This is an optimization exercise on Yosys and OpenROAD, whose aim is small area, a short achievable clock period and few clock cycles, not a production implementation. At most, simulation tests tie the RTL to the original design; equivalence was not proved. No functional check of the RTL was part of runs 1 to 5. Power and IR drop assume default switching activity.

==> flow/design.v <==
module JAM (
    input CLK,
    input RST,
    output [3:0] MatchCount,
    output [9:0] MinCost,
    output       Valid,
    output [2:0] W,
    output [2:0] J,
    input  [6:0] Cost
);
localparam ST_SCAN = 2'd0;
localparam ST_Z    = 2'd1;
localparam ST_FIN  = 2'd2;
localparam ST_DONE = 2'd3;
integer k;
reg [1:0] st;
reg [6:0] cnt;
reg [2:0] rc;           
reg [2:0] jr;           
reg [2:0] wr;           
reg [2:0] r;            
reg       first;        
reg       pend;         
reg       pe;           
reg [6:0] dsum;         
reg [6:0] delta;        
reg [8:0] kofs;         
reg [9:0] xh;           
reg [6:0] cost_r;
reg [7:0] dmin;
reg [2:0] j1, j0, p1;
reg       m1;
reg       aact, afirst;
reg [2:0] ac;
reg [9:0] mincost;
reg       valid;
reg [6:0] uz;
reg [3:0] nrdy;
reg [2:0] lvl;
reg [3:0] ds;
reg [7:0] dused;
reg [20:0] dch;
reg [3:0] dcnt;
reg [55:0] cNV;    
reg [63:0] cM;     
reg [23:0] cW;     
reg [7:0]  cU;     
reg [23:0] cP;     
reg [7:0]  cMt;    
reg [55:0] rU;     
reg [7:0]  rV;     
assign MatchCount = dcnt;
assign MinCost    = mincost;
assign Valid      = valid;
assign W          = wr;
assign J          = jr;
wire scan = (st == ST_SCAN);
wire zp   = (st == ST_Z);
wire hold1 = scan && (cnt == 7'd1) && aact && !adone;
wire s_ent  = scan && ((cnt >= 7'd2 && cnt <= 7'd8) || (cnt == 7'd1 && !hold1));
wire s_proc = scan && (cnt >= 7'd2 && cnt <= 7'd9);
wire z_ent  = zp && (cnt >= 7'd1 && cnt <= 7'd64);
wire z_proc = zp && (cnt >= 7'd2 && cnt <= 7'd65);
wire force0 = s_ent && first && (wr == 3'd0);
wire [6:0] nv_e = force0 ? 7'd0 : (cNV[13:7] + (((s_ent || z_ent) && cU[1]) ? delta : 7'd0));
wire [6:0] u_e  = force0 ? 7'd0 : (rU[13:7]  + ((s_ent && rV[1]) ? delta : 7'd0));
wire [9:0] xh_e = {3'b000, nv_e} + {kofs[8], kofs};
wire [9:0] cand = {3'b000, cost_r} + xh;
wire [7:0] sat   = (cand[9] | cand[8]) ? 8'hFF : cand[7:0];
wire usedh = first ? 1'b0 : cU[0];
wire isj0  = !first && (rc == j0);
wire elig  = !usedh && !isj0;
wire [7:0] mold = first ? 8'hFF : cM[7:0];
wire better = elig && (sat < mold);
wire [7:0] mnew = better ? sat : mold;
wire [7:0] din  = (cnt == 7'd2) ? 8'hFF : dmin;
wire take = elig && (mnew < din);
wire [7:0] dmin_n = take ? mnew : din;
wire [2:0] j1_n = take ? rc : j1;
wire [2:0] p1_n = take ? cP[2:0] : p1;
wire       m1_n = take ? cMt[0] : m1;
wire [6:0] zc = cnt - 7'd2;
wire zbit = (cand == {3'b000, uz});
reg  [7:0] mz;
always @(*) begin
    mz = cM[7:0];
    for (k = 0; k < 8; k = k + 1)
        if (zc[5:3] == k) mz[k] = zbit;
end
wire [7:0] cM_h = z_proc ? mz : s_proc ? mnew : cM[7:0];
wire [2:0] cW_h = (s_proc && better) ? wr : cW[2:0];
wire       cU_h = z_proc ? 1'b0 : s_proc ? (usedh | isj0) : cU[0];
wire       rV_h = s_proc ? ((first ? 1'b0 : rV[0]) | (rc == wr)) : rV[0];
wire [2:0] acol = afirst ? j1 : ac;
wire [2:0] apos = acol - rc;
wire [2:0] rm1  = r - 3'd1;
reg  [2:0] arw;
reg  [2:0] aenc;
always @(*) begin
    arw = 3'd0;
    for (k = 0; k < 8; k = k + 1)
        if (apos == k) arw = cW[3*k +: 3];
    aenc = 3'd0;
    for (k = 0; k < 8; k = k + 1)
        if (cMt[k] && (cP[3*k +: 3] == arw)) aenc = k;
end
wire adone = (arw == rm1);
wire [2:0] awp = apos - 3'd1;    
wire [6:0] zr = cnt - 7'd1;
wire [2:0] usel = (zp ? zr[5:3] : wr) - rc;
reg [6:0] u_w;
reg       v_w;
always @(*) begin
    u_w = 7'd0;
    v_w = 1'b0;
    for (k = 0; k < 8; k = k + 1)
        if (usel == k) begin
            u_w = rU[7*k +: 7];
            v_w = rV[k];
        end
end
reg [7:0] zpos;
always @(*) begin
    for (k = 0; k < 8; k = k + 1)
        zpos[k] = cM[8*k + lvl];
end
wire [7:0] zrot1 = rc[0] ? {zpos[6:0], zpos[7]}   : zpos;
wire [7:0] zrot2 = rc[1] ? {zrot1[5:0], zrot1[7:6]} : zrot1;
wire [7:0] zcol  = rc[2] ? {zrot2[3:0], zrot2[7:4]} : zrot2;
reg  [7:0] gtm;
always @(*) begin
    for (k = 0; k < 8; k = k + 1)
        gtm[k] = ds[3] || (k > ds[2:0]);
end
wire [7:0] dc = zcol & ~dused & gtm;
reg  [2:0] dj;
always @(*) begin
    dj = 3'd0;
    for (k = 7; k >= 0; k = k - 1)
        if (dc[k]) dj = k;
end
wire [2:0] lm1 = lvl - 3'd1;
reg  [2:0] dback;
always @(*) begin
    dback = 3'd0;
    for (k = 0; k < 7; k = k + 1)
        if (lm1 == k) dback = dch[3*k +: 3];
end
wire dgo = (st == ST_Z || st == ST_FIN) && (nrdy > {1'b0, lvl});
wire dhave = (dc != 8'd0);
wire ddesc = dhave && (lvl != 3'd7);
wire dfin  = !ddesc && (lvl == 3'd0);
always @(posedge CLK) begin
    cost_r <= Cost;
    xh <= xh_e;
    cNV <= {cNV[6:0], cNV[55:14], nv_e};
    cM  <= {cM_h, cM[63:8]};
    cW  <= {cW_h, cW[23:3]};
    cU  <= {cU_h, cU[7:1]};
    cP  <= {cP[2:0], cP[23:3]};
    if (aact) begin
        for (k = 0; k < 8; k = k + 1)
            if (awp == k) cP[3*k +: 3] <= arw;
    end
    rU <= {rU[6:0], rU[55:14], u_e};
    rV <= {rV_h, rV[7:1]};
    if (s_proc) begin
        dmin <= dmin_n;
        j1 <= j1_n;
        p1 <= p1_n;
        m1 <= m1_n;
    end
    if (pend) begin
        delta <= dmin[6:0] - dsum;
        j0 <= j1;
    end
    if (aact) begin
        afirst <= 1'b0;
        ac <= aenc + rc;
    end else begin
        afirst <= 1'b1;
    end
    if (zp && zc[2:0] == 3'd7)
        uz <= u_w + (v_w ? delta : 7'd0);
    if (dgo) begin
        if (ddesc) begin
            for (k = 0; k < 7; k = k + 1)
                if (lvl == k) dch[3*k +: 3] <= dj;
        end
    end
end
always @(posedge CLK or posedge RST) begin
    if (RST) begin
        st <= ST_SCAN;
        cnt <= 7'd0;
        rc <= 3'd0;
        jr <= 3'd2;
        wr <= 3'd0;
        r <= 3'd0;
        first <= 1'b1;
        pend <= 1'b0;
        pe <= 1'b0;
        dsum <= 7'd0;
        kofs <= 9'd0;
        mincost <= 10'd0;
        valid <= 1'b0;
        aact <= 1'b0;
        cMt <= 8'd0;
        nrdy <= 4'd0;
        lvl <= 3'd0;
        ds <= 4'hF;
        dused <= 8'd0;
        dcnt <= 4'd0;
    end else begin
        rc <= rc + 3'd1;
        jr <= jr + 3'd1;
        pend <= 1'b0;
        cMt <= {cMt[0], cMt[7:1]};
        if (aact) begin
            for (k = 0; k < 8; k = k + 1)
                if (awp == k) cMt[k] <= 1'b1;
            if (adone)
                aact <= 1'b0;
        end
        if (pend) begin
            if (pe) begin
                dsum <= 7'd0;
                kofs <= 9'd0;
                first <= 1'b1;
                mincost <= mincost + dmin[6:0];
            end else begin
                dsum <= dmin[6:0];
                kofs <= {2'b00, dmin[6:0]} - {2'b00, u_w};
                first <= 1'b0;
            end
        end
        case (st)
            ST_SCAN: begin
                if (cnt == 7'd9) begin
                    pend <= 1'b1;
                    pe <= !m1_n;
                    cnt <= 7'd0;
                    if (m1_n) begin
                        wr <= p1_n;
                    end else if (r == 3'd7) begin
                        st <= ST_Z;
                        wr <= 3'd0;
                    end else begin
                        aact <= 1'b1;
                        r <= r + 3'd1;
                        wr <= r + 3'd1;
                    end
                end else if (!hold1) begin
                    cnt <= cnt + 7'd1;
                end
            end
            ST_Z: begin
                wr <= cnt[5:3] + {2'b00, (cnt[2:0] == 3'd7)};
                if (cnt >= 7'd9 && cnt[2:0] == 3'd1)
                    nrdy <= nrdy + 4'd1;
                if (cnt == 7'd65)
                    st <= ST_FIN;
                cnt <= cnt + 7'd1;
            end
            default: ;
        endcase
        if (dgo) begin
            if (ddesc) begin
                dused <= dused | (8'd1 << dj);
                lvl <= lvl + 3'd1;
                ds <= 4'hF;
            end else if (lvl == 3'd0) begin
                valid <= 1'b1;
                st <= ST_DONE;
            end else begin
                if (lvl == 3'd7 && dhave)
                    dcnt <= dcnt + 4'd1;
                dused <= dused & ~(8'd1 << dback);
                lvl <= lm1;
                ds <= {1'b0, dback};
            end
        end
    end
end
endmodule
==> flow/config.mk <==
export PLATFORM = sky130hd
export DESIGN_NAME = JAM
export DESIGN_NICKNAME = JAM
export VERILOG_FILES = /design/flow/design.v
export SDC_FILE = /design/flow/constraint.sdc
export NUM_CORES = 4
export LEC_CHECK = 0
export CAP_MARGIN = 20
export CORE_MARGIN = 2
export CORE_UTILIZATION = 40
export SLEW_MARGIN = 20
==> flow/run.sh <==
#!/bin/bash
# synth_recipe.tcl (not shown) runs the flow's synth.tcl, then flattens the netlist and writes it again
# the make line also repeats each setting of config.mk as NAME=value (left out here)
make -C /OpenROAD-flow-scripts/flow DESIGN_CONFIG=/design/flow/config.mk WORK_HOME=/design/flow/orfs CLKGATE_MAP_FILE= SYNTH_SCRIPT=/design/flow/synth_recipe.tcl finish
==> flow/constraint.sdc <==
create_clock -name core_clock -period 7.0 [get_ports {CLK}]
set_input_delay 1.4000 -clock core_clock [delete_from_list [all_inputs] [get_ports {CLK}]]
set_output_delay 1.4000 -clock core_clock [all_outputs]
set_load 0.01 [all_outputs]
==> impl_results.md, run 1 <==
* Status: no timing/DRC/antenna violations
* Largest family of logic cells by synthesized area: compound AO/OA/AOI/OAI gates
* Clock period minus worst slack at 6.348 ns
* Worst-path clk slew at 0.06 ns
* Met2 WL at 17210 µm
* First-pass GRT wire length at 62760 µm
* FFs w/ async S/R, synth at 20.71%
* Syn nets at 1696
* Clk root buf: clkbuf_16
* Hold_buf cts at 0
* Antenna cells at 0
* IO Pins at 30
* DRT iter0 DRCs at 527
* DR WL/cell at 17.17 µm
* Top layer in use: met4
* Share of cells above drive strength 1 at 11.38%
* Die width at 214.1 µm
* Initial Util at 40.73%
* Pleak at 8.455 nW
* Maximum clock rate at 157.5 MHz
* Maximum capacitance violations at 0
* Gp weighted congestion at 0.8678
* Tot GR Track Use at 17.00%
* Post-DP HPWL at 28180 µm
* CTS sink cnt at 396
* Total gr overflow at 0
* CTS tree: yes
* Post-route ant nets at 0
* Setup tns final at 0 ns
* Number of distinct library cells after synthesis at 92
* Design Power at 10.92 mW
* Post-synth EDFFs at 56
* CTS HTree Levels at 2
* Later-pin clock latency in the skew report at 0.57 ns
* Clock Skews at 0.02085 ns
* Post-Syn Area at 17660 µm²
* Pin count of the biggest net entering global routing at 43
* Unrepaired setup endpoints after global routing: no
* Metal-1 WL at 18590 µm
* Setup violators final at 0
* Slew HR at 41.61%
* Drt first pass iters at 5
* Synth Warn # at 1
* Setup bufs post-CTS at 0
* CP required at 7.43 ns
* Post-synthesis sequential area ratio at 50.42%
* Critical Path Start Type: flop
* Num CTS Buffers at 44
* Synth Register Bits at 396
* Part of the cycle the worst path needs at 90.69%
* Prevailing post-synth register cell: dfxtp_1
* Adder-cell share of the synthesized area at 8.260%
* Final Hold Fails at 0
* DRC at 0
* Max-slew violations at 0
* Mean area per synthesized cell at 11.20 µm²
* Routed vias at 11590
* Cell row count at 76
* DR vias/cell at 5.182
* Mux contribution to synthesized area at 9.825%
* Final WL at 38410 µm
* Worst setup path category: reg2reg
* Die Ht at 214.1 µm
* Post-Synth Simple-Gate Area at 10.20%
* PortBufs at 29
* Vias in the first global route at 11640
* WL met3 at 1654 µm
* Core area at 43360 µm²
* Critical Path Fanout Max at 10
* XOR/XNOR share of the synthesized area at 5.391%
* Power density cells at 546.0 nW/µm²
* Crit end category: flop
* Worst slew pin tran at 0.8758 ns
* Initial antenna violation count at 0
* Post-CTS sizing at 0
* Crit path DAT at 6.78 ns
* Area Growth Syn to Fin at 13.25%
* Final net count at 1738
* Compound-cell area share of the yosys netlist at 12.20%
* Worst hold path type: reg2reg
* Die area at 45850 µm²
* Max clock buf depth at 3
* VDD IR max at 375.8 µV
* Reg2reg setup slack at 0.65 ns
* Synth Instances at 1577
[stage by stage]
step	util, %	setup WS [ns]	instance area, µm²	instances	hold slack, ns
CTS	46.13	0.7189	20000	2237	0.3245
global placement	42.79	0.8957	18560	2158	0.3100
global route	46.13	0.2189	20000	2237	0.3264
floorplan	-	1.200	17660	1577	0.3096
detailed placement	42.79	0.7414	18560	2158	0.3121
finish	46.13	0.6519	20000	2237	0.3229
[kinds of logic after synthesis]
family / after synthesis
multiplexers: 125
adder cells (fa/ha/maj): 110
buffers and inverters: 152
AO/OA/AOI/OAI: 325
XOR/XNOR: 107
flip-flops: 396
AND/OR/NAND/NOR: 362
[worst paths after layout]
| kind | startpoint | to | cells past startpoint |
|---|---|---|---|
| worst max-delay path | xh[0]$_DFF_P_ | r[2]$_DFFE_PP0P_ | 26 |
| min in group asynchronous | RST | cMt[5]$_DFF_PP0_ | 2 |
| max in group asynchronous | RST | kofs[1]$_DFFE_PP0P_ | 3 |
| worst min register to register | cNV[19]$_DFF_P_ | cNV[12]$_DFF_P_ | 0 |
| worst min-delay path | cNV[19]$_DFF_P_ | cNV[12]$_DFF_P_ | 0 |
| worst max register to register | xh[0]$_DFF_P_ | r[2]$_DFFE_PP0P_ | 26 |
[flip-flops by register name, indices dropped and copies added (netlist names), 8 cells and up]
register and cells:
cM 64, cNV 56, rU 56, cP 24, cW 24, dch 21, mincost 10, xh 10
cMt 8, cU 8, dmin 8, dused 8, kofs 8, rV 8
[area by class of cell]
| class | instances | area [µm²] |
|---|---|---|
| clock buffer | 62 | 1271 |
| sequential | 396 | 8907 |
| clock inverter | 17 | 177.7 |
| fill | 4015 | 23360 |
| inverter | 101 | 380.4 |
| multi-input combinational | 1029 | 8110 |
| timing repair buffer | 47 | 425.4 |
| tap | 585 | 732.0 |
[synth_stat cells, drive strengths merged, types with 15 or more instances]
cell type	count	area, µm²
clkbuf	30	112.6
nor2	108	407.9
a21oi	82	410.4
dfxtp	258	5165
a21o	24	180.2
nand4	17	106.4
nor3	27	156.4
dfrtp	76	1902
mux2i	59	594.3
nand2	91	341.6
edfxtp	56	1682
mux2	31	352.8
buf	21	162.7
and3	15	93.84
xor2	40	357.8
nor2b	28	175.2
xnor2	67	594.3
nand2b	17	106.4
mux4	35	788.3
o22ai	23	143.9
inv	99	371.6
nand3	15	75.07
o21ai	72	360.3
ha	99	1239
[metal layers]
layer / vias up / global-route usage, %
met2: 209 / 27.00
met1: 5612 / 23.53
met3: 60 / 2.965
met5: - / 0
li1: 5711 / -
met4: 0 / 5.718
[layout by cell type, fill, tap and decap left out, types with 8 or more instances in the layout]
master,synthesis,layout
dfxtp_1,258,258
nor2_1,107,107
ha_1,99,99
inv_1,99,98
nand2_1,91,91
a21oi_1,82,82
dfrtp_1,76,75
o21ai_0,68,68
xnor2_1,66,65
mux2i_1,58,58
edfxtp_1,56,56
clkbuf_16,0,46
xor2_1,39,39
mux4_2,35,35
clkdlybuf4s50_1,0,29
nor2b_1,28,28
mux2_2,24,24
nor3_1,24,24
a21o_1,24,24
o22ai_1,23,23
buf_4,3,18
nand2b_1,17,17
nand4_1,17,17
nand3_1,15,15
and3_1,15,15
a31oi_1,13,13
o21bai_1,13,13
o21a_1,11,11
fa_1,11,11
clkbuf_1,30,10
o211ai_1,9,9
or2_2,8,8
clkinv_2,0,8
[power by group]
group | switching (mW) | total, mW | internal (mW)
combinational | 2.66 | 4.83 | 2.16
sequential | 0.569 | 3.79 | 3.22
clock | 0.928 | 2.31 | 1.38
[critical path: stages, from the launching register on]
cell and delay (ns):
dfxtp_1 0.31, ha_1 0.19, inv_1 0.07, fa_1 0.42, nor2b_1 0.17, o31a_1 0.19
o211a_1 0.16, o21ai_0 0.10, a2bb2oi_2 0.37, nor2_1 0.11, inv_1 0.07, ha_1 0.25
a21o_1 0.19, a21oi_1 0.16, o211ai_1 0.18, nor4b_1 0.31, o21bai_1 0.39, mux2i_1 0.37
inv_1 0.08, ha_1 0.32, a21o_1 0.18, a21oi_1 0.15, o21ai_0 0.09, or3_1 0.40
or2_1 0.27, mux2i_1 0.35, mux2_2 0.39
==> run 2, diff against run 1 <==
--- a/flow/design.v
+++ b/flow/design.v
@@ -30,3 +30,4 @@
 reg [7:0] dmin;
-reg [2:0] j1, j0, p1;
+reg [2:0] j1p, j0p, p1;    
+reg [2:0] wp;           
 reg       m1;
@@ -47,2 +48,3 @@
 reg [7:0]  cU;     
+reg [7:0]  cPd;    
 reg [23:0] cP;     
@@ -51,2 +53,3 @@
 reg [7:0]  rV;     
+reg [7:0]  rPd;    
 assign MatchCount = dcnt;
@@ -58,25 +61,49 @@
 wire zp   = (st == ST_Z);
-wire hold1 = scan && (cnt == 7'd1) && aact && !adone;
-wire s_ent  = scan && ((cnt >= 7'd2 && cnt <= 7'd8) || (cnt == 7'd1 && !hold1));
+wire hold1 = scan && (cnt == 7'd1) && aact;
 wire s_proc = scan && (cnt >= 7'd2 && cnt <= 7'd9);
-wire z_ent  = zp && (cnt >= 7'd1 && cnt <= 7'd64);
 wire z_proc = zp && (cnt >= 7'd2 && cnt <= 7'd65);
-wire force0 = s_ent && first && (wr == 3'd0);
-wire [6:0] nv_e = force0 ? 7'd0 : (cNV[13:7] + (((s_ent || z_ent) && cU[1]) ? delta : 7'd0));
-wire [6:0] u_e  = force0 ? 7'd0 : (rU[13:7]  + ((s_ent && rV[1]) ? delta : 7'd0));
-wire [9:0] xh_e = {3'b000, nv_e} + {kofs[8], kofs};
+wire force0 = scan && (r == 3'd0);
+wire [6:0] dsel = cPd[1] ? delta : 7'd0;
+wire [6:0] nv_e = force0 ? 7'd0 : (cNV[13:7] + dsel);
+wire [6:0] u_e  = force0 ? 7'd0 : (rU[13:7]  + (rPd[1] ? delta : 7'd0));
+wire [9:0] xa = force0 ? 10'd0 : {3'b000, cNV[13:7]};
+wire [9:0] xb = force0 ? 10'd0 : {3'b000, dsel};
+wire [9:0] xc = {kofs[8], kofs};
+wire [9:0] xh_e = (xa ^ xb ^ xc) + {((xa[8:0] & xb[8:0]) | (xa[8:0] & xc[8:0]) | (xb[8:0] & xc[8:0])), 1'b0};
 wire [9:0] cand = {3'b000, cost_r} + xh;
-wire [7:0] sat   = (cand[9] | cand[8]) ? 8'hFF : cand[7:0];
 wire usedh = first ? 1'b0 : cU[0];
-wire isj0  = !first && (rc == j0);
+wire isj0  = !first && (j0p == 3'd0);
 wire elig  = !usedh && !isj0;
 wire [7:0] mold = first ? 8'hFF : cM[7:0];
-wire better = elig && (sat < mold);
-wire [7:0] mnew = better ? sat : mold;
-wire [7:0] din  = (cnt == 7'd2) ? 8'hFF : dmin;
-wire take = elig && (mnew < din);
+wire [7:0] din  = dmin;
+function sgn3;
+    input [6:0] a;
+    input [9:0] b;
+    input [7:0] x;
+    reg [10:0] p, q, y, sm, cy;
+    begin
+        p = {4'b0000, a};
+        q = {b[9], b};
+        y = ~{3'b000, x};
+        sm = p ^ q ^ y;
+        cy = {((p[9:0] & q[9:0]) | (p[9:0] & y[9:0]) | (q[9:0] & y[9:0])), 1'b1};
+        sgn3 = (sm + cy) >> 10;
+    end
+endfunction
+wire c1 = sgn3(cost_r, xh, mold);
+wire c2 = sgn3(cost_r, xh, din);
+wire c3 = (mold < din);
+wire better = elig && c1;
+wire [7:0] mnew = better ? cand[7:0] : mold;
+wire take = elig && (c1 ? c2 : c3);
 wire [7:0] dmin_n = take ? mnew : din;
-wire [2:0] j1_n = take ? rc : j1;
 wire [2:0] p1_n = take ? cP[2:0] : p1;
 wire       m1_n = take ? cMt[0] : m1;
+wire [2:0] r1 = r + 3'd1;
+wire [2:0] wnx_t = cMt[0] ? cP[2:0] : r1;
+wire [2:0] wnx_f = m1 ? p1 : r1;
+wire [2:0] wnx = take ? wnx_t : wnx_f;
+wire [2:0] wpx_t = wnx_t - rc - 3'd1;
+wire [2:0] wpx_f = wnx_f - rc - 3'd1;
+wire [2:0] wpx = take ? wpx_t : wpx_f;
 wire [6:0] zc = cnt - 7'd2;
@@ -92,5 +119,4 @@
 wire       cU_h = z_proc ? 1'b0 : s_proc ? (usedh | isj0) : cU[0];
-wire       rV_h = s_proc ? ((first ? 1'b0 : rV[0]) | (rc == wr)) : rV[0];
-wire [2:0] acol = afirst ? j1 : ac;
-wire [2:0] apos = acol - rc;
+wire       rV_h = s_proc ? ((first ? 1'b0 : rV[0]) | (wp == 3'd0)) : rV[0];
+wire [2:0] apos = afirst ? j1p : ac;
 wire [2:0] rm1  = r - 3'd1;
@@ -108,4 +134,3 @@
 wire [2:0] awp = apos - 3'd1;    
-wire [6:0] zr = cnt - 7'd1;
-wire [2:0] usel = (zp ? zr[5:3] : wr) - rc;
+wire [2:0] usel = wp;
 reg [6:0] u_w;
@@ -118,3 +143,3 @@
             u_w = rU[7*k +: 7];
-            v_w = rV[k];
+            v_w = rPd[k];
         end
@@ -166,5 +191,13 @@
     rV <= {rV_h, rV[7:1]};
+    if (pend) begin
+        cPd <= {cU[0], cU[7:1]};
+        rPd <= {rV[0], rV[7:1]};
+    end else begin
+        cPd <= {cPd[0], cPd[7:2], 1'b0};
+        rPd <= {rPd[0], rPd[7:2], 1'b0};
+    end
+    if (scan && cnt == 7'd1)
+        dmin <= 8'hFF;
     if (s_proc) begin
         dmin <= dmin_n;
-        j1 <= j1_n;
         p1 <= p1_n;
@@ -172,9 +205,15 @@
     end
-    if (pend) begin
+    if (s_proc && take)
+        j1p <= 3'd7;
+    else
+        j1p <= j1p - 3'd1;
+    if (pend)
+        j0p <= j1p - 3'd1;
+    else
+        j0p <= j0p - 3'd1;
+    if (pend)
         delta <= dmin[6:0] - dsum;
-        j0 <= j1;
-    end
     if (aact) begin
         afirst <= 1'b0;
-        ac <= aenc + rc;
+        ac <= aenc - 3'd1;
     end else begin
@@ -198,2 +237,3 @@
         wr <= 3'd0;
+        wp <= 3'd0;
         r <= 3'd0;
@@ -215,2 +255,3 @@
         rc <= rc + 3'd1;
+        wp <= wp - 3'd1;
         jr <= jr + 3'd1;
@@ -242,11 +283,11 @@
                     cnt <= 7'd0;
-                    if (m1_n) begin
-                        wr <= p1_n;
-                    end else if (r == 3'd7) begin
-                        st <= ST_Z;
-                        wr <= 3'd0;
-                    end else begin
-                        aact <= 1'b1;
-                        r <= r + 3'd1;
-                        wr <= r + 3'd1;
+                    wr <= wnx;
+                    wp <= wpx;
+                    if (!m1_n) begin
+                        if (r == 3'd7) begin
+                            st <= ST_Z;
+                        end else begin
+                            aact <= 1'b1;
+                            r <= r1;
+                        end
                     end
@@ -258,2 +299,3 @@
                 wr <= cnt[5:3] + {2'b00, (cnt[2:0] == 3'd7)};
+                if (cnt[2:0] == 3'd7) wp <= wp;
                 if (cnt >= 7'd9 && cnt[2:0] == 3'd1)
==> impl_results.md, run 2 <==
* VDD IR max at 216.3 µV
* Crit end category: flop
* Max-slew violations at 0
* Status: no timing/DRC/antenna violations
* DR vias/cell at 5.186
* Share of cells above drive strength 1 at 7.692%
* Max clock buf depth at 3
* Slew HR at 45.01%
* Maximum clock rate at 236.9 MHz
* Worst path bufs/invs at 1
* Core area at 45380 µm²
* Unrepaired setup endpoints after global routing: no
* Clock period minus worst slack at 4.221 ns
* Post-Syn Area at 18420 µm²
* Post-CTS sizing at 0
* Synth Instances at 1709
* Internal power at 6.055 mW
* Total gr overflow at 0
* CTS tree: yes
* Mean area per synthesized cell at 10.78 µm²
* First-pass GRT wire length at 66790 µm
* Tot GR Track Use at 17.79%
* Hold_buf cts at 0
* DRT iter0 DRCs at 856
* Clock Skews at 0.02563 ns
* Number of distinct library cells after synthesis at 80
* Critical Path Start Type: flop
* Post-synth top area share at 30.43%
* Worst-path cell chain: or2_2, fa_1, inv_1, ha_1, o21a_1, o21a_1, o21ai_0, a311o_1, and3b_1, o21ai_0, nand2_1, nand2_1, o21ai_1
* Design Power at 9.740 mW
* Reg2Reg Depth at 13
* Sequential share of power at 38.6%
* Gp weighted congestion at 0.8485
* Crit path DAT at 4.42 ns
* Pleak at 8.928 nW
* Area Growth Syn to Fin at 12.42%
* Final WL at 41700 µm
* Synth Warn # at 1
* FFs w/ async S/R, synth at 20.48%
* Post-DP HPWL at 30260 µm
* Biggest register: cM
* Maximum capacitance violations at 0
* Pin count of the biggest net entering global routing at 57
* Num CTS Buffers at 45
* DP Worst Slack at 2.699 ns
* Critical Path Fanout Max at 16
* Initial Util at 40.60%
* Biggest regs: cM x64, cNV x56, rU x56
* DRC at 0
* Synth Register Bits at 415
* Worst path top cell family by delay: compound AO/OA/AOI/OAI gates
* Power density cells at 470.3 nW/µm²
* Post-synthesis sequential area ratio at 50.16%
* Max FFs per register at 64
* Clk root buf: clkbuf_16
* Die area at 47790 µm²
* Die Ht at 218.6 µm
* Post-route ant nets at 0
* Max incr delay on CP at 0.57 ns
* Clock share of power at 22.9%
* IO Pins at 30
* Post-synth top cells: 280 x dfxtp_1, 138 x inv_1, 120 x ha_1
* Setup tns final at 0 ns
* WHS Path Cells at 0
* Initial antenna violation count at 1
* Post-synth EDFFs at 50
* Final net count at 1905
* WHS at 0.3238 ns
* CP max stage cell: and3b_1
* Routed vias at 12350
* Logic pwr share at 38.5%
* Top-count cell post-synth: dfxtp_1
* Setup violators final at 0
* CP required at 7.20 ns
* Setup bufs post-CTS at 0
* Setup ws final at 2.779 ns
* Part of the cycle the worst path needs at 60.30%
* Later-pin clock latency in the skew report at 0.58 ns
* Syn nets at 1869
* Drt first pass iters at 5
* Cell row count at 78
* Vias in the first global route at 12450
* Yosys top cell by area: dfxtp_1
* Worst-path clk slew at 0.06 ns
* Worst hold path type: reg2reg
* Commonest non-fill, non-tap cell in the layout: dfxtp_1
* Design Area, Final at 20710 µm²
* CTS sink cnt at 415
* Switch share at 37.84%
* CP Depth at 13
* Prevailing post-synth register cell: dfxtp_1
* CTS HTree Levels at 2
* DR WL/cell at 17.51 µm
* Final Hold Fails at 0
* Worst slew pin tran at 0.8162 ns
* Psw at 3.686 mW
* Top post-synthesis cells by area: dfxtp_1 30%, dfrtp_1 11%, edfxtp_1 8.1%, ha_1 8.1%, fa_1 3.4%
* Most frequent cells in the layout: 280 x dfxtp_1, 137 x inv_1, 120 x ha_1
* Die width at 218.6 µm
* Worst setup path category: reg2reg
* Post-Place Cell Area at 19320 µm²
* PortBufs at 29
[run 2: cell count changes after synthesis, sizes merged, moves of 20 or more]
cell / previous run / this run
nand3: 15 / 48
a22oi: 6 / 35
fa: 11 / 31
inv: 99 / 138
dfxtp: 258 / 280
nand2: 91 / 115
mux4: 35 / 6
ha: 99 / 120
and2: 7 / 41
nor2: 108 / 79
[run 2: power by group through the flow]
stage | Clock, mW | Combinational (mW) | Sequential, mW
6_report | 2.23 | 3.75 | 3.76
5_1_grt | 2.39 | 4.23 | 3.86
4_1_cts | 2.30 | 3.76 | 3.77
3_5_place_dp | 0 | 3.73 | 3.81
3_3_place_gp | 0 | 3.67 | 3.81
2_1_floorplan | 0 | 2.81 | 3.58
[run 2: cell type report]
type / count / area, µm²
sequential: 415 / 9243
clock buffer: 65 / 1274
inverter: 140 / 528.0
timing repair buffer: 42 / 387.9
clock inverter: 18 / 110.1
antenna: 1 / 2.502
multi-input combinational: 1101 / 8414
fill: 4207 / 24670
tap: 600 / 750.7
[run 2: worst reg2reg max path: stages (launching register included)]
cell and delay, ns:
dfstp_2 0.43, or2_2 0.36, fa_1 0.49, inv_1 0.04, ha_1 0.26, o21a_1 0.10
o21a_1 0.16, o21ai_0 0.15, a311o_1 0.15, and3b_1 0.57, o21ai_0 0.39, nand2_1 0.18
nand2_1 0.12, o21ai_1 0.43
[run 2: cells by family (layout without fill, tap and decap cells)]
kind of cell,Yosys count,after routing,share of synthesized area (%)
AO/OA/AOI/OAI,349,349,12.86
XOR/XNOR,101,101,4.802
adder cells (fa/ha/maj),151,151,11.52
buffers and inverters,193,265,4.190
flip-flops,415,415,50.16
multiplexers,85,85,5.202
other,0,1,0
AND/OR/NAND/NOR,415,415,11.26
[run 2: per-layer routing]
layer  track usage (%)  vias up  share of wire [%]  wire length, µm
met5                 0        -                  0                0
met3             3.479       78                4.8             1984
met1             24.22     5977                 48            20050
met4             5.828        0                2.7             1113
li1                  -     6056                  -                -
met2             28.33      241                 45            18560
[run 2: worst paths after layout]
kind	start	end	slack, ns
max	first$_DFFE_PP1P_	dmin[6]$_SDFFCE_PN1P_	2.78
min	cNV[33]$_DFF_P_	cNV[26]$_DFF_P_	0.32
max reg2reg	first$_DFFE_PP1P_	dmin[6]$_SDFFCE_PN1P_	2.78
min reg2reg	cNV[33]$_DFF_P_	cNV[26]$_DFF_P_	0.32
max in group asynchronous	RST	mincost[6]$_DFFE_PP0P_	4.63
min in group asynchronous	RST	dcnt[3]$_DFFE_PP0P_	1.17
[run 2: stage by stage]
step,utilization (%),cells
after floorplan,-,1709
after global placement,42.58,2298
after detailed placement,42.58,2298
after CTS,45.63,2381
after global routing,45.63,2381
final,45.64,2382
==> run 3, diff against run 2 <==
--- a/flow/design.v
+++ b/flow/design.v
@@ -33,3 +33,4 @@
 reg       m1;
-reg       aact, afirst;
+reg       aact;
+reg [2:0] ar;            
 reg [2:0] ac;
@@ -63,4 +64,5 @@
 wire s_proc = scan && (cnt >= 7'd2 && cnt <= 7'd9);
+wire fclr = first && scan && (cnt >= 7'd1 && cnt <= 7'd8);   
 wire z_proc = zp && (cnt >= 7'd2 && cnt <= 7'd65);
-wire force0 = scan && (r == 3'd0);
+wire force0 = scan && (r == 3'd0) && !pend;
 wire [6:0] dsel = cPd[1] ? delta : 7'd0;
@@ -73,6 +75,6 @@
 wire [9:0] cand = {3'b000, cost_r} + xh;
-wire usedh = first ? 1'b0 : cU[0];
+wire usedh = cU[0];
 wire isj0  = !first && (j0p == 3'd0);
 wire elig  = !usedh && !isj0;
-wire [7:0] mold = first ? 8'hFF : cM[7:0];
+wire [7:0] mold = cM[7:0];
 wire [7:0] din  = dmin;
@@ -119,4 +121,4 @@
 wire       cU_h = z_proc ? 1'b0 : s_proc ? (usedh | isj0) : cU[0];
-wire       rV_h = s_proc ? ((first ? 1'b0 : rV[0]) | (wp == 3'd0)) : rV[0];
-wire [2:0] apos = afirst ? j1p : ac;
+wire       rV_h = s_proc ? (rV[0] | (wp == 3'd0)) : rV[0];
+wire [2:0] apos = ac;
 wire [2:0] rm1  = r - 3'd1;
@@ -132,3 +134,3 @@
 end
-wire adone = (arw == rm1);
+wire adone = (arw == ar);
 wire [2:0] awp = apos - 3'd1;    
@@ -181,5 +183,5 @@
     cNV <= {cNV[6:0], cNV[55:14], nv_e};
-    cM  <= {cM_h, cM[63:8]};
+    cM  <= {cM_h, cM[63:16], (fclr ? 8'hFF : cM[15:8])};
     cW  <= {cW_h, cW[23:3]};
-    cU  <= {cU_h, cU[7:1]};
+    cU  <= {cU_h, cU[7:2], (cU[1] & !fclr)};
     cP  <= {cP[2:0], cP[23:3]};
@@ -190,3 +192,3 @@
     rU <= {rU[6:0], rU[55:14], u_e};
-    rV <= {rV_h, rV[7:1]};
+    rV <= {rV_h, rV[7:2], (rV[1] & !fclr)};
     if (pend) begin
@@ -215,7 +217,7 @@
         delta <= dmin[6:0] - dsum;
-    if (aact) begin
-        afirst <= 1'b0;
-        ac <= aenc - 3'd1;
+    if (s_proc && cnt == 7'd9) begin
+        ac <= take ? 3'd7 : (j1p - 3'd1);
+        ar <= r;
     end else begin
-        afirst <= 1'b1;
+        ac <= aenc - 3'd1;
     end
@@ -267,2 +269,7 @@
             if (pe) begin
+                if (r == 3'd7) begin
+                    st <= ST_Z;
+                    cnt <= 7'd1;
+                end
+                r <= r1;
                 dsum <= 7'd0;
@@ -285,10 +292,4 @@
                     wp <= wpx;
-                    if (!m1_n) begin
-                        if (r == 3'd7) begin
-                            st <= ST_Z;
-                        end else begin
-                            aact <= 1'b1;
-                            r <= r1;
-                        end
-                    end
+                    if (!m1_n && r != 3'd7)
+                        aact <= 1'b1;
                 end else if (!hold1) begin
==> impl_results.md, run 3 <==
* DP Worst Slack at 2.510 ns
* DR WL/cell at 16.63 µm
* Number of distinct library cells after synthesis at 74
* Antenna cells at 0
* Tot GR Track Use at 17.32%
* PortBufs at 29
* Total gr overflow at 0
* Maximum capacitance violations at 0
* Max clock buf depth at 3
* Num CTS Buffers at 45
* Design Area, Final at 20970 µm²
* Worst-path clk slew at 0.06 ns
* Worst path top cell family by delay: compound AO/OA/AOI/OAI gates
* Biggest register: cM
* Top post-synthesis cells by area: dfxtp_1 30%, dfrtp_1 11%, edfxtp_1 8.1%, ha_1 8.1%, fa_1 3.3%
* Cell row count at 78
* CP required at 7.19 ns
* Post-synthesis sequential area ratio at 50.09%
* DRT iter0 DRCs at 743
* Setup tns final at 0 ns
* Share of cells above drive strength 1 at 8.393%
* Die width at 219.2 µm
* Unrepaired setup endpoints after global routing: no
* Critical Path Start Type: flop
* VDD IR max at 215.0 µV
* Clk root buf: clkbuf_16
* Die area at 48060 µm²
* Setup ws final at 2.513 ns
* Clock period minus worst slack at 4.487 ns
* Core area at 45580 µm²
* Setup bufs post-CTS at 0
* Max incr delay on CP at 0.59 ns
* FFs w/ async S/R, synth at 20.38%
* Hold_buf cts at 0
* Crit path DAT at 4.67 ns
* Clock Skews at 0.03253 ns
* Post-CTS sizing at 0
* Post-Syn Area at 18530 µm²
* Final net count at 1947
* Post-synth top area share at 30.47%
* Crit end category: flop
* Final WL at 40310 µm
* Most Frequent Cell on Critical Path: inv_1
* Syn nets at 1919
* Mean area per synthesized cell at 10.53 µm²
* Post-route ant nets at 0
* Most frequent cells in the layout: 282 x dfxtp_1, 158 x inv_1, 135 x nand2_1
* Yosys top cell by area: dfxtp_1
* Initial antenna violation count at 0
* Gp weighted congestion at 0.8500
* Setup violators final at 0
* CTS HTree Levels at 2
* Status: no timing/DRC/antenna violations
* Die Ht at 219.2 µm
* Worst slew pin tran at 1.044 ns
* Top-count cell post-synth: dfxtp_1
* GR Util met1 at 24.22%
* Worst hold path type: reg2reg
* Worst-path cell chain: inv_1, fa_1, inv_1, ha_1, nor2b_1, o21a_1, o211ai_1, a311oi_1, a211oi_1, nand2_1, o2bb2a_1, nand2b_1, o21ai_0
* Routed vias at 12270
* Max FFs per register at 64
* Later-pin clock latency in the skew report at 0.59 ns
* GRT busiest layer: met2
* DR vias/cell at 5.062
* Max-slew violations at 0
* Synth Register Bits at 417
* Pleak at 9.145 nW
* M2 GR Usage at 27.56%
* Worst setup path category: reg2reg
* Part of the cycle the worst path needs at 64.10%
* Post-Place Cell Area at 19390 µm²
* Post-DP HPWL at 28970 µm
* Maximum clock rate at 222.9 MHz
* CTS sink cnt at 417
* CP max stage cell: o2bb2a_1
* Biggest regs: cM x64, cNV x56, rU x56
* Post-synth top cells: 282 x dfxtp_1, 159 x inv_1, 135 x nand2_1
* Synth Warn # at 1
* Area Growth Syn to Fin at 13.18%
* Commonest non-fill, non-tap cell in the layout: dfxtp_1
* Slew HR at 30.42%
* Vias in the first global route at 12330
* Power density cells at 486.6 nW/µm²
* Met3 GRT Util at 2.703%
* DRC at 0
* Fillers at 4238
* Worst path bufs/invs at 2
* Prevailing post-synth register cell: dfxtp_1
* IO Pins at 30
* First-pass GRT wire length at 65650 µm
* Initial Util at 40.66%
* Pin count of the biggest net entering global routing at 54
* Post-synth EDFFs at 50
* Synth Instances at 1759
* Critical Path Fanout Max at 17
* Final Hold Fails at 0
* Drt first pass iters at 5
* CTS tree: yes
run 3: changes by cell type after synthesis, moves of 11 or more:
cell	previous run	this run
nand2_1	115	135
xnor2_1	49	60
inv_1	138	159
nor2_1	78	89
a21oi_1	64	112
nand3_1	48	29
xor2_1	52	38
run 3: final timing paths:
kind                            startpoint               endpoint  slack, ns  depth (start not counted)
setup reg to reg             xh[1]$_DFF_P_  dmin[2]$_SDFFCE_PN1P_       2.51                         13
max in group asynchronous              RST      wp[2]$_DFFE_PP0P_       4.66                          3
setup / recovery             xh[1]$_DFF_P_  dmin[2]$_SDFFCE_PN1P_       2.51                         13
min in group asynchronous              RST    nrdy[2]$_DFFE_PP0P_       1.19                          2
hold reg to reg            cNV[30]$_DFF_P_        cNV[23]$_DFF_P_       0.32                          0
hold / removal             cNV[30]$_DFF_P_        cNV[23]$_DFF_P_       0.32                          0
run 3: routing by layer:
metal / wire length [µm] / vias to the layer above
met3: 1858 / 65
li1: - / 6115
met4: 889 / 0
met2: 18050 / 218
met5: 0 / -
met1: 19500 / 5867
run 3: final cells by class:
| cell class | instances | area [µm²] | share of cell area [%] |
|---|---|---|---|
| flip-flops and latches | 417 | 9283 | 44.26 |
| well taps | 600 | 750.7 | 3.580 |
| repair buffers | 40 | 372.9 | 1.778 |
| clock buffers | 67 | 1425 | 6.795 |
| inverters | 162 | 609.3 | 2.905 |
| multi-input cells | 1121 | 8379 | 39.95 |
| clock inverters | 16 | 152.6 | 0.7278 |
run 3: power by group:
part	internal, mW	leakage [nW]	total, mW	switching, mW
combinational	1.69	4.51	3.92	2.23
sequential	3.25	3.86	3.84	0.594
clock	1.46	0.778	2.45	0.987
run 3: worst register-to-register path, delay by kind of cell, from the launching register on:
family / cells / cell delay, ns
flops: 1 / 0.38
buf+inv: 2 / 0.15
fa+ha+maj: 2 / 0.79
compound gates: 6 / 1.96
simple gates: 3 / 0.85
run 3: cell families (layout without fill, tap and decap cells):
logic type	Yosys count	after routing	share of synthesized area [%]
flops	417	417	50.09
buf+inv	221	285	4.693
compound gates	370	370	12.43
simple gates	417	417	11.03
xor+xnor	99	99	4.754
fa+ha+maj	151	151	11.45
mux	84	84	5.550
run 3: stage by stage:
step | std cells | total power, mW | util [%] | hold WS, ns
3_3_place_gp | 2340 | 7.716 | 42.55 | 0.3096
3_5_place_dp | 2340 | 7.785 | 42.55 | 0.3121
6_report | 2423 | 10.21 | 46.02 | 0.3244
4_1_cts | 2423 | 10.30 | 46.02 | 0.3261
2_1_floorplan | 1759 | 6.632 | - | 0.3096
5_1_grt | 2423 | 10.98 | 46.02 | 0.3280
==> run 4, diff against run 3 <==
--- a/flow/config.mk
+++ b/flow/config.mk
@@ -10,2 +10,3 @@
 export CORE_UTILIZATION = 40
+export SETUP_SLACK_MARGIN = 4.0
 export SLEW_MARGIN = 20
==> impl_results.md, run 4 <==
* Status: no timing/DRC/antenna violations
* Critical Path Fanout Max at 5
* First-pass GRT wire length at 70750 µm
* Met3 GRT Util at 2.952%
* Setup violators final at 0
* Prevailing post-synth register cell: dfxtp_1
* DRC at 0
* Number of distinct library cells after synthesis at 74
* VDD IR max at 226.6 µV
* FFs w/ async S/R, synth at 20.38%
* Crit end category: flop
* Synth Warn # at 1
* Post-Place Cell Area at 19510 µm²
* Pin count of the biggest net entering global routing at 50
* Post-route ant nets at 0
* Reg2Reg Depth at 15
* Post-synth top area share at 30.47%
* Placed insts at 2336
* Core area at 45580 µm²
* CTS HTree Levels at 2
* Post-Syn Area at 18530 µm²
* Worst slew pin tran at 0.8097 ns
* Final WL at 43870 µm
* Power density cells at 501.9 nW/µm²
* Non-filler instance count after layout at 2518
* Final Hold Fails at 0
* Gp weighted congestion at 0.8530
* Total gr overflow at 0
* Design Area, Final at 22880 µm²
* Sequential share of power at 33.9%
* Logic pwr share at 45.0%
* Crit path DAT at 3.80 ns
* DR vias/cell at 5.155
* Post-DP HPWL at 28970 µm
* Hold Path End: cNV[51]$_DFF_P_
* Internal power at 7.219 mW
* Die Ht at 219.2 µm
* Most frequent cells in the layout: 277 x dfxtp_1, 142 x inv_1, 118 x nand2_1
* Clock share of power at 21.1%
* Biggest register: cM
* Die width at 219.2 µm
* Worst-path cell chain: fa_1, inv_1, ha_1, o21a_1, o21a_1, o21ai_0, a311oi_2, a211oi_2, buf_4, a21oi_4, o2bb2a_4, buf_6, mux2i_2, xnor2_1, o31ai_1
* CP max stage cell: dfxtp_1
* Num CTS Buffers at 45
* Commonest non-fill, non-tap cell in the layout: dfxtp_1
* Maximum clock rate at 299.9 MHz
* DRT iter0 DRCs at 740
* Reg2reg setup slack at 3.67 ns
* M2 GR Usage at 30.93%
* Worst path bufs/invs at 3
* Initial antenna violation count at 1
* Initial Util at 40.66%
* Worst setup path category: reg2reg
* Slew HR at 45.91%
* Top-count cell post-synth: dfxtp_1
* Max clock buf depth at 3
* Synth Register Bits at 417
* Most Frequent Cell on Critical Path: o21a_1
* Pleak at 9.802 nW
* Clock period minus worst slack at 3.335 ns
* CP required at 7.46 ns
* Clk root buf: clkbuf_16
* CTS tree: yes
* Vias in the first global route at 13270
* Setup tns final at 0 ns
* Drt first pass iters at 5
* Max-slew violations at 0
* Mean area per synthesized cell at 10.53 µm²
* WHS Path Cells at 0
* Worst r2r src: cM[5]$_SDFF_PP1_
* Switch share at 37.13%
* Share of cells above drive strength 1 at 21.74%
* Hold wc startpoint: cNV[2]$_SDFF_PP0_
* Post-synth top cells: 282 x dfxtp_1, 159 x inv_1, 135 x nand2_1
* Area Growth Syn to Fin at 23.47%
* Cell row count at 78
* Later-pin clock latency in the skew report at 0.58 ns
* Antenna cells at 0
* Critical Path Start Type: flop
* Max FFs per register at 64
* Post-synthesis sequential area ratio at 50.09%
* Worst path top cell family by delay: compound AO/OA/AOI/OAI gates
* PortBufs at 29
* Psw at 4.264 mW
* Syn nets at 1919
* Clock Skews at 0.02541 ns
* DR WL/cell at 17.42 µm
* Max incr delay on CP at 0.51 ns
* R2R Path End: wp[2]$_DFFE_PP0P_
* IO Pins at 30
* Top post-synthesis cells by area: dfxtp_1 30%, dfrtp_1 11%, edfxtp_1 8.1%, ha_1 8.1%, fa_1 3.3%
* Part of the cycle the worst path needs at 47.64%
* Biggest regs: cM x64, cNV x56, rU x56
* Worst hold path type: reg2reg
* Post-layout util at 50.20%
* Tot GR Track Use at 18.59%
* Worst-path clk slew at 0.06 ns
* Yosys top cell by area: dfxtp_1
* Final net count at 2044
* Routed vias at 12980
* Unrepaired setup endpoints after global routing: yes
* GR Util met1 at 24.79%
* Post-synth EDFFs at 50
* Synth Instances at 1759
* Maximum capacitance violations at 0
* GRT busiest layer: met2
* Hold_buf cts at 0
* CTS sink cnt at 417
* Die area at 48060 µm²
==> run 4: layer usage <==
| layer | routed length (µm) | vias up |
|---|---|---|
| met2 | 20630 | 262 |
| met1 | 20210 | 6330 |
| li1 | - | 6308 |
| met4 | 1200 | 0 |
| met3 | 1820 | 80 |
| met5 | 0 | - |
==> run 4: worst register-to-register path: stages (launching register included) <==
cell and delay [ns]:
dfxtp_1 0.51, fa_1 0.47, inv_1 0.07, ha_1 0.21
o21a_1 0.18, o21a_1 0.15, o21ai_0 0.18, a311oi_2 0.08
a211oi_2 0.17, buf_4 0.20, a21oi_4 0.05, o2bb2a_4 0.26
buf_6 0.13, mux2i_2 0.23, xnor2_1 0.10, o31ai_1 0.24
==> run 4: power by group through the flow <==
stage	registers (mW)	clock network (mW)	logic, mW
6_report	3.89	2.43	5.17
5_1_grt	3.98	2.59	5.70
4_1_cts	3.89	2.49	4.69
3_5_place_dp	3.92	0	3.92
3_3_place_gp	3.92	0	3.86
2_1_floorplan	3.62	0	3.18
==> run 4: layout make-up <==
type                    count  area [µm²]
multi-input cells        1121        9278
fillers                  3952       22700
inverters                 162       624.3
clock buffers              64        1343
well taps                 600       750.7
clock inverters            17       185.2
flip-flops and latches    417        9301
repair buffers            137        1398
==> run 4: timing repair <==
item	CTS	global route
pin swaps	58	54
setup buffers	71	26
setup endpoints to repair	128	124
gates resized for setup	137	97
cloned	2	2
==> run 4: worst max-delay path by stage <==
| stage | startpoint | to | slack (ns) | depth (start not counted) |
|---|---|---|---|---|
| floorplan | xh[1]$_DFF_P_ | dmin[0]$_SDFFCE_PN1P_ | 3.80 | 14 |
| global placement | lvl[0]$_DFFE_PP0P_ | dch[3]$_DFFE_PP_ | 3.13 | 10 |
| detailed placement | lvl[0]$_DFFE_PP0P_ | dch[6]$_DFFE_PP_ | 3.01 | 10 |
| CTS | cost_r[1]$_DFF_P_ | wp[2]$_DFFE_PP0P_ | 3.61 | 16 |
| global route | cost_r[1]$_DFF_P_ | wp[2]$_DFFE_PP0P_ | 3.44 | 16 |
| finish | cM[5]$_SDFF_PP1_ | wp[2]$_DFFE_PP0P_ | 3.67 | 15 |
==> run 4: metrics by stage <==
step                power (mW)  setup WS, ns  hold slack, ns
floorplan                6.791         3.797          0.3096
global placement         7.779         3.128          0.3095
detailed placement       7.847         3.013          0.3121
CTS                      11.06         3.610          0.3250
global route             12.26         3.445          0.3320
finish                   11.48         3.665          0.3233
==> run 4: logic make-up (layout without fill, tap and decap cells) <==
logic type,Yosys count,count (layout),synth area share [%]
flip-flops,417,417,50.09
buffers and inverters,221,380,4.693
multiplexers,84,84,5.550
AO/OA/AOI/OAI,370,370,12.43
adder cells (fa/ha/maj),151,151,11.45
AND/OR/NAND/NOR,417,417,11.03
XOR/XNOR,99,99,4.754
==> run 5, diff against run 4 <==
--- a/flow/config.mk
+++ b/flow/config.mk
@@ -9,3 +9,3 @@
 export CORE_MARGIN = 2
-export CORE_UTILIZATION = 40
+export CORE_UTILIZATION = 65
 export SETUP_SLACK_MARGIN = 4.0
==> impl_results.md, run 5 <==
* Status: no timing/DRC/antenna violations
* Design Power at 11.93 mW
* Post-Place Cell Area at 19230 µm²
* DRT iter0 DRCs at 1166
* Clock period minus worst slack at 3.473 ns
* Maximum clock rate at 287.9 MHz
* Yosys top cell by area: dfxtp_1
* Area Growth Syn to Fin at 24.84%
* WHS at 0.3213 ns
* Die width at 172.8 µm
* Pleak at 10.05 nW
* Total gr overflow at 0
* Most frequent cells in the layout: 275 x dfxtp_1, 141 x inv_1, 117 x nand2_1
* CP max stage cell: dfrtp_4
* Setup violators final at 0
* Initial antenna violation count at 1
* PortBufs at 29
* DRC at 0
* Worst setup path category: reg2reg
* Post-layout util at 82.81%
* Later-pin clock latency in the skew report at 0.53 ns
* Post-Syn Area at 18530 µm²
* Clock Skews at 0.01328 ns
* Prevailing post-synth register cell: dfxtp_1
* CTS HTree Levels at 2
* Commonest non-fill, non-tap cell in the layout: dfxtp_1
* Power density cells at 515.6 nW/µm²
* Biggest regs: cM x64, cNV x56, rU x56
* Slew HR at 44.56%
* Crit path DAT at 3.72 ns
* Max FFs per register at 64
* CP required at 7.25 ns
* Synth Register Bits at 417
* FFs w/ async S/R, synth at 20.38%
* Clk root buf: clkbuf_16
* Core area at 27930 µm²
* Maximum capacitance violations at 0
* Max incr delay on CP at 0.58 ns
* Final WL at 46810 µm
* Psw at 4.528 mW
* Part of the cycle the worst path needs at 49.62%
* Max-slew violations at 0
* Critical Path Start Type: flop
* Design Area, Final at 23130 µm²
* Die area at 29880 µm²
* Top post-synthesis cells by area: dfxtp_1 30%, dfrtp_1 11%, edfxtp_1 8.1%, ha_1 8.1%, fa_1 3.3%
* Logic pwr share at 48.5%
* Switch share at 37.96%
* Synth Warn # at 1
* CTS sink cnt at 417
* Tot GR Track Use at 29.09%
* Num CTS Buffers at 42
* Final net count at 2089
* DR WL/cell at 20.00 µm
* Post-synthesis sequential area ratio at 50.09%
* Post-synth top area share at 30.47%
* Post-synth top cells: 282 x dfxtp_1, 159 x inv_1, 135 x nand2_1
* Mean area per synthesized cell at 10.53 µm²
* DR vias/cell at 5.927
* Synth Instances at 1759
* Share of cells above drive strength 1 at 24.92%
* Pin count of the biggest net entering global routing at 54
* Critical Path Fanout Max at 6
* Number of distinct library cells after synthesis at 74
* Syn nets at 1919
* Internal power at 7.399 mW
* Crit end category: flop
* CTS tree: yes
* Post-synth EDFFs at 50
* Worst-path clk slew at 0.06 ns
* Top-count cell post-synth: dfxtp_1
* IO Pins at 30
* Post-route ant nets at 0
* Die Ht at 172.8 µm
* Routed vias at 13880
* First-pass GRT wire length at 69740 µm
* Initial Util at 66.34%
* VDD IR max at 355.4 µV
* Drt first pass iters at 6
* Unrepaired setup endpoints after global routing: yes
* Clock share of power at 18.7%
* Gp weighted congestion at 0.8956
* Cell row count at 61
* Worst slew pin tran at 0.8257 ns
* Max clock buf depth at 3
* Worst-path cell chain: buf_12, mux2i_1, a22oi_1, nand2_1, mux4_2, o22ai_2, o21bai_4, nor4_4, buf_4, buf_6, or2_4, inv_4, and3_4
* Final Hold Fails at 0
* Sequential share of power at 32.8%
* Setup tns final at 0 ns
* Vias in the first global route at 13450
* Fillers at 1575
* Worst hold path type: reg2reg
* Post-DP HPWL at 27990 µm
* Biggest register: cM
run 5: cell counts after synthesis:
Identical to the previous run, type by type.
run 5: power by group through the flow:
stage                     clock, mW  combinational [mW]  sequential, mW
after floorplan                   0                3.18            3.62
after global placement            0                3.84            3.89
after detailed placement          0                3.93            3.90
after CTS                      2.26                4.73            3.86
after global routing           2.36                6.24            3.98
final                          2.24                5.78            3.91
run 5: area by class of cell:
type / count / area (µm²) / area share, %
Tap cell: 378 / 473.0 / 2.044
Inverter: 162 / 621.8 / 2.688
Sequential cell: 417 / 9306 / 40.23
Multi-Input combinational cell: 1121 / 9487 / 41.01
Timing Repair Buffer: 185 / 1859 / 8.037
Antenna cell: 1 / 2.502 / 0.01082
Clock inverter: 19 / 178.9 / 0.7734
Clock buffer: 58 / 1205 / 5.209
run 5: path summary, 6_finish.rpt:
path                                     from  cells past startpoint  slack [ns]                     end
setup / recovery           lvl[0]$_DFFE_PP0P_                     13        3.53        dch[7]$_DFFE_PP_
hold / removal                cNV[19]$_DFF_P_                      0        0.32         cNV[12]$_DFF_P_
setup reg to reg           lvl[0]$_DFFE_PP0P_                     13        3.53        dch[7]$_DFFE_PP_
hold reg to reg               cNV[19]$_DFF_P_                      0        0.32         cNV[12]$_DFF_P_
max in group asynchronous                 RST                      3        4.41  mincost[5]$_DFFE_PP0P_
min in group asynchronous                 RST                      2        1.33     dcnt[3]$_DFFE_PP0P_
run 5: metrics by stage:
stage	cells	worst slack, ns
floorplan	1759	3.797
global placement	2114	3.149
detailed placement	2114	3.040
CTS	2286	3.615
global route	2340	3.449
finish	2341	3.527
run 5: what timing repair did:
action	4_1_cts	5_1_grt
gates resized for setup	133	157
endpoints found under the setup margin	124	130
gates cloned	3	4
hold buffers	0	0
endpoints found under the hold margin	0	0
setup buffers	92	50
pin swaps	57	77
run 5: layer usage:
metal	part of all wire, %	GRT usage, %	vias to the layer above
li1	-	-	6410
met2	47	46.17	518
met1	43	40.43	6794
met5	0	0	-
met3	6.9	5.563	153
met4	3.4	9.746	0
run 5: cells by family after synthesis:
kind of cell	Yosys count	synth area share [%]
AND/OR/NAND/NOR	417	11.03
adder cells (fa/ha/maj)	151	11.45
buffers and inverters	221	4.693
multiplexers	84	5.550
flip-flops	417	50.09
AO/OA/AOI/OAI	370	12.43
XOR/XNOR	99	4.754
run 5: critical path: cells and delay by family, from the launching register on:
family                 cells  cell delay [ns]
AO/OA/AOI/OAI              3             0.73
AND/OR/NAND/NOR            4             0.70
multiplexers               2             0.67
flip-flops                 1             0.58
buffers and inverters      4             0.51
==> run 6, diff against run 5 <==
--- a/flow/design.v
+++ b/flow/design.v
@@ -39,3 +39,3 @@
 reg [6:0] uz;
-reg [3:0] nrdy;
+reg [6:0] dmore;        
 reg [2:0] lvl;
@@ -118,3 +118,3 @@
 end
-wire [7:0] cM_h = z_proc ? mz : s_proc ? mnew : cM[7:0];
+wire [7:0] cM_h = z_proc ? mz : s_proc ? mnew : pM[7:0];
 wire [2:0] cW_h = (s_proc && better) ? wr : cW[2:0];
@@ -168,13 +168,50 @@
 end
-wire [2:0] lm1 = lvl - 3'd1;
+wire dgo = (st == ST_FIN);
+wire dhave = (dc != 8'd0);
+wire ddesc = dhave && (lvl != 3'd7);
+wire dtwo  = dhave && !one8(dc);
+reg  [6:0] dlt;
+reg  [2:0] dtl;
+reg        dany;
 reg  [2:0] dback;
+reg  [7:0] dkeep;
 always @(*) begin
-    dback = 3'd0;
     for (k = 0; k < 7; k = k + 1)
-        if (lm1 == k) dback = dch[3*k +: 3];
+        dlt[k] = dmore[k] && (k < lvl);
+    dany = (dlt != 7'd0);
+    dtl = 3'd0;
+    for (k = 0; k < 7; k = k + 1)
+        if (dlt[k]) dtl = k;
+    dback = 3'd0;
+    dkeep = 8'd0;
+    for (k = 0; k < 7; k = k + 1) begin
+        if (dtl == k) dback = dch[3*k +: 3];
+        if (k < dtl) dkeep = dkeep | (8'd1 << dch[3*k +: 3]);
+    end
 end
-wire dgo = (st == ST_Z || st == ST_FIN) && (nrdy > {1'b0, lvl});
-wire dhave = (dc != 8'd0);
-wire ddesc = dhave && (lvl != 3'd7);
-wire dfin  = !ddesc && (lvl == 3'd0);
+reg [7:0] rf;
+reg [7:0] ctk;
+reg [63:0] pM;
+function one8;    
+    input [7:0] x;
+    reg [3:0] o1, t1;
+    reg [1:0] o2, t2;
+    begin
+        o1 = x[7:4] | x[3:0];
+        t1 = x[7:4] & x[3:0];
+        o2 = o1[3:2] | o1[1:0];
+        t2 = (o1[3:2] & o1[1:0]) | t1[3:2] | t1[1:0];
+        one8 = (o2[1] ^ o2[0]) && !(o2[1] & o2[0]) && (t2 == 2'b00)
+            || ((o2[1] ^ o2[0]) && (t2 == 2'b00));
+    end
+endfunction
+always @(*) begin
+    for (k = 0; k < 8; k = k + 1)
+        rf[k] = one8({cM[56+k], cM[48+k], cM[40+k], cM[32+k], cM[24+k], cM[16+k], cM[8+k], cM[k]});
+    for (k = 0; k < 8; k = k + 1)
+        ctk[k] = dgo && ((cM[8*k +: 8] & rf) != 8'd0);
+    for (k = 0; k < 64; k = k + 1)
+        pM[k] = cM[k] && (rf[k % 8] || !ctk[k / 8]);
+end
+wire allf = (rf == 8'hFF);
 always @(posedge CLK) begin
@@ -183,3 +220,3 @@
     cNV <= {cNV[6:0], cNV[55:14], nv_e};
-    cM  <= {cM_h, cM[63:16], (fclr ? 8'hFF : cM[15:8])};
+    cM  <= {cM_h, pM[63:16], (fclr ? 8'hFF : pM[15:8])};
     cW  <= {cW_h, cW[23:3]};
@@ -250,3 +287,3 @@
         cMt <= 8'd0;
-        nrdy <= 4'd0;
+        dmore <= 7'd0;
         lvl <= 3'd0;
@@ -301,4 +338,2 @@
                 if (cnt[2:0] == 3'd7) wp <= wp;
-                if (cnt >= 7'd9 && cnt[2:0] == 3'd1)
-                    nrdy <= nrdy + 4'd1;
                 if (cnt == 7'd65)
@@ -310,3 +345,7 @@
         if (dgo) begin
-            if (ddesc) begin
+            if (allf) begin
+                dcnt <= 4'd1;
+                valid <= 1'b1;
+                st <= ST_DONE;
+            end else if (ddesc) begin
                 dused <= dused | (8'd1 << dj);
@@ -314,5 +353,4 @@
                 ds <= 4'hF;
-            end else if (lvl == 3'd0) begin
-                valid <= 1'b1;
-                st <= ST_DONE;
+                for (k = 0; k < 7; k = k + 1)
+                    if (lvl == k) dmore[k] <= dtwo;
             end else begin
@@ -320,4 +358,8 @@
                     dcnt <= dcnt + 4'd1;
-                dused <= dused & ~(8'd1 << dback);
-                lvl <= lm1;
+                if (!dany) begin
+                    valid <= 1'b1;
+                    st <= ST_DONE;
+                end
+                dused <= dkeep;
+                lvl <= dtl;
                 ds <= {1'b0, dback};
--- a/flow/config.mk
+++ b/flow/config.mk
@@ -9,4 +9,4 @@
 export CORE_MARGIN = 2
-export CORE_UTILIZATION = 65
-export SETUP_SLACK_MARGIN = 4.0
+export CORE_UTILIZATION = 40
+export SETUP_SLACK_MARGIN = 4.5
 export SLEW_MARGIN = 20
==> impl_results.md, run 6 <==
* Status: no timing/DRC/antenna violations
* Core area at 52660 µm²
* Mean area per synthesized cell at 9.882 µm²
* Worst hold path type: reg2reg
* Prevailing post-synth register cell: dfxtp_1
* DRT iter0 DRCs at 1223
* Tot GR Track Use at 21.50%
* Reg2reg setup slack at 3.55 ns
* DRC at 0
* PortBufs at 29
* Final Hold Fails at 0
* Total gr overflow at 0
* Max clock buf depth at 3
* Yosys top cell by area: dfxtp_1
* Reg2Reg Depth at 14
* WHS Path Cells at 0
* DP Worst Slack at 2.649 ns
* Hold Path End: cNV[26]$_DFF_P_
* Switch share at 40.80%
* Worst-path cell chain: buf_6, buf_16, mux4_2, a22o_4, or3_4, o211a_4, a31oi_4, and3_4, a41oi_4, buf_12, buf_6, nor2_8, o311ai_1, o21a_1
* Post-synth top cells: 282 x dfxtp_1, 167 x inv_1, 165 x nand2_1
* Synth Register Bits at 420
* Antenna cells at 0
* VDD IR max at 351.4 µV
* Biggest regs: cM x64, cNV x56, rU x56
* Top post-synthesis cells by area: dfxtp_1 26%, dfrtp_1 9.6%, edfxtp_1 7.0%, ha_1 6.4%, a21oi_1 3.2%
* Worst-path clk slew at 0.06 ns
* Final net count at 2540
* Post-synth EDFFs at 50
* Logic pwr share at 49.3%
* Share of cells above drive strength 1 at 30.23%
* Setup tns final at 0 ns
* Design Power at 13.35 mW
* Cell row count at 84
* CTS tree: yes
* Pin count of the biggest net entering global routing at 54
* Worst setup path category: reg2reg
* Crit path DAT at 3.94 ns
* DR WL/cell at 19.76 µm
* Slew HR at 40.09%
* Final WL at 61570 µm
* Clock period minus worst slack at 3.451 ns
* Internal power at 7.901 mW
* WHS at 0.3243 ns
* CTS HTree Levels at 2
* Routed vias at 17420
* Hold wc startpoint: cNV[33]$_DFF_P_
* Synth Instances at 2160
* Unrepaired setup endpoints after global routing: yes
* Maximum clock rate at 289.8 MHz
* FFs w/ async S/R, synth at 20.95%
* R2R Path End: dused[4]$_DFFE_PP0P_
* Worst slew pin tran at 0.8892 ns
* Vias in the first global route at 17080
* Max incr delay on CP at 0.49 ns
* CP required at 7.49 ns
* Hold_buf cts at 0
* Worst path bufs/invs at 4
* DR vias/cell at 5.589
* Fillers at 4585
* Gp weighted congestion at 0.8977
* Psw at 5.445 mW
* Top-count cell post-synth: dfxtp_1
* Num CTS Buffers at 46
* Post-synthesis sequential area ratio at 43.84%
* Number of distinct library cells after synthesis at 98
* Die width at 235 µm
* Post-Syn Area at 21340 µm²
* Worst r2r src: lvl[1]$_DFFE_PP0P_
* Die area at 55230 µm²
* Power density cells at 481.3 nW/µm²
* Critical Path Fanout Max at 11
* Crit end category: flop
* Maximum capacitance violations at 0
* CTS sink cnt at 420
* Most Frequent Cell on Critical Path: buf_6
* Die Ht at 235 µm
* Area Growth Syn to Fin at 29.93%
* Most frequent cells in the layout: 267 x dfxtp_1, 151 x buf_4, 145 x inv_1
* Pleak at 11.54 nW
* CP max stage cell: dfrtp_2
* Drt first pass iters at 6
* Post-route ant nets at 0
* Post-synth top area share at 26.45%
* Initial antenna violation count at 1
* Part of the cycle the worst path needs at 49.29%
* Max-slew violations at 0
* Setup ws final at 3.549 ns
* Setup violators final at 0
* Post-DP HPWL at 39920 µm
* IO Pins at 30
* Syn nets at 2310
* Later-pin clock latency in the skew report at 0.61 ns
* Max FFs per register at 64
* Synth Warn # at 1
* Worst path top cell family by delay: compound AO/OA/AOI/OAI gates
* Initial Util at 40.54%
* First-pass GRT wire length at 95680 µm
* Biggest register: cM
* Critical Path Start Type: flop
* Clock share of power at 18.7%
* Clk root buf: clkbuf_16
* Clock Skews at 0.02761 ns
* Commonest non-fill, non-tap cell in the layout: dfxtp_1
* Sequential share of power at 32.0%
==> run 6: cell types whose count changed in the layout (fill, tap and decap cells not counted), sizes merged, moves of 15 or more <==
cell,before,now
a21oi,112,139
buf,151,258
clkdlybuf4s50,28,8
mux2,27,45
nand2,135,167
nand3,29,53
nor2,91,136
nor3,16,47
o21a,10,47
o21ai,81,96
==> run 6: logic make-up after synthesis <==
family	Yosys count	share of synthesized area (%)
AOI/OAI and AO/OA	526	16.49
xor gates and xnor gates	101	4.209
adders and majority gates	150	9.778
buffers and inverters	257	4.883
DFF	420	43.84
muxes	112	6.923
and+or+nand+nor	594	13.88
==> run 6: repair_timing <==
action	4_1_cts	5_1_grt
buffers inserted	153	59
gates resized for setup	339	164
gates cloned	6	3
endpoints found under the setup margin	230	224
endpoints found under the hold margin	0	0
pin swaps	102	90
==> run 6: metal layers <==
layer | part of all wire (%) | vias up | track usage (%)
met1 | 42 | 8501 | 27.40
li1 | - | 8148 | -
met4 | 4.2 | 0 | 9.455
met3 | 5.9 | 174 | 3.113
met2 | 48 | 592 | 36.24
met5 | 0 | - | 0
==> run 6: power groups by stage <==
stage | clock network (mW) | logic [mW] | registers, mW
after floorplan | 0 | 3.66 | 3.80
after global placement | 0 | 4.49 | 4.26
after detailed placement | 0 | 4.58 | 4.28
after CTS | 2.54 | 5.79 | 4.22
after global routing | 2.64 | 7.15 | 4.35
final | 2.49 | 6.58 | 4.27
==> run 6: per-stage QoR <==
stage / area (µm²) / instances / util [%]
floorplan: 21750 / 2160 / -
global placement: 22570 / 2809 / 42.86
detailed placement: 22580 / 2809 / 42.87
CTS: 26480 / 3054 / 50.29
global route: 27730 / 3116 / 52.67
finish: 27730 / 3116 / 52.67
==> run 6: how the worst max path moves through the flow <==
stage,end,cells after the start,start,slack [ns]
floorplan,dch[15]$_DFFE_PP_,13,lvl[1]$_DFFE_PP0P_,3.73
global placement,st[1]$_DFF_PP0_,11,lvl[0]$_DFFE_PP0P_,2.73
detailed placement,dused[4]$_DFFE_PP0P_,11,lvl[0]$_DFFE_PP0P_,2.65
CTS,dmore[2]$_DFFE_PP0P_,13,lvl[1]$_DFFE_PP0P_,3.61
global route,dmore[2]$_DFFE_PP0P_,13,lvl[1]$_DFFE_PP0P_,3.46
finish,dused[4]$_DFFE_PP0P_,14,lvl[1]$_DFFE_PP0P_,3.55
==> run 6: cell type report <==
cell class	instances	area, µm²	share of cell area (%)
tap	688	860.8	3.104
timing repair buffer	267	2565	9.249
clock buffer	58	1226	4.422
inverter	169	666.9	2.405
multi-input combinational	1486	12680	45.74
clock inverter	28	325.3	1.173
sequential	420	9404	33.91
==> run 6: worst register-to-register path, delay by kind of cell (launching register included) <==
kind | cells | cell delay [ns]
buffers and inverters | 4 | 0.63
muxes | 1 | 0.30
and+or+nand+nor | 3 | 0.76
AOI/OAI and AO/OA | 6 | 1.16
DFF | 1 | 0.49
Testbench counts of run 6, summed over its fixed seeds: cycles 4,694.

afterwards: timing with drivers on the ports:
The results above use ideal ports. As a check the final layouts listed here were re-extracted and re-timed, cells and wires unchanged.
Step 1 sets driving cells, clkbuf_16 on the clock port and buf_2 on the other inputs (assumed; they add their load-dependent delay and slew).
Step 2 also shifts input and output timing later by t, the mid clock arrival at the registers, as if the neighbouring blocks saw the same clock.
Three values: no drivers, after step 1, after step 2; two values: the first two.
run	shift t [ns]	slack for setup (ns)
run 1	0.606	0.652 / 0.652 / 0.652
run 2	0.623	2.779 / 2.779 / 2.779
run 3	0.621	2.513 / 2.513 / 2.513
run 4	0.614	3.665 / 3.665 / 3.665
run 5	0.579	3.527 / 3.527 / 3.527
run 6	0.657	3.549 / 3.549 / 3.549
After both steps every run listed still meets setup and hold.
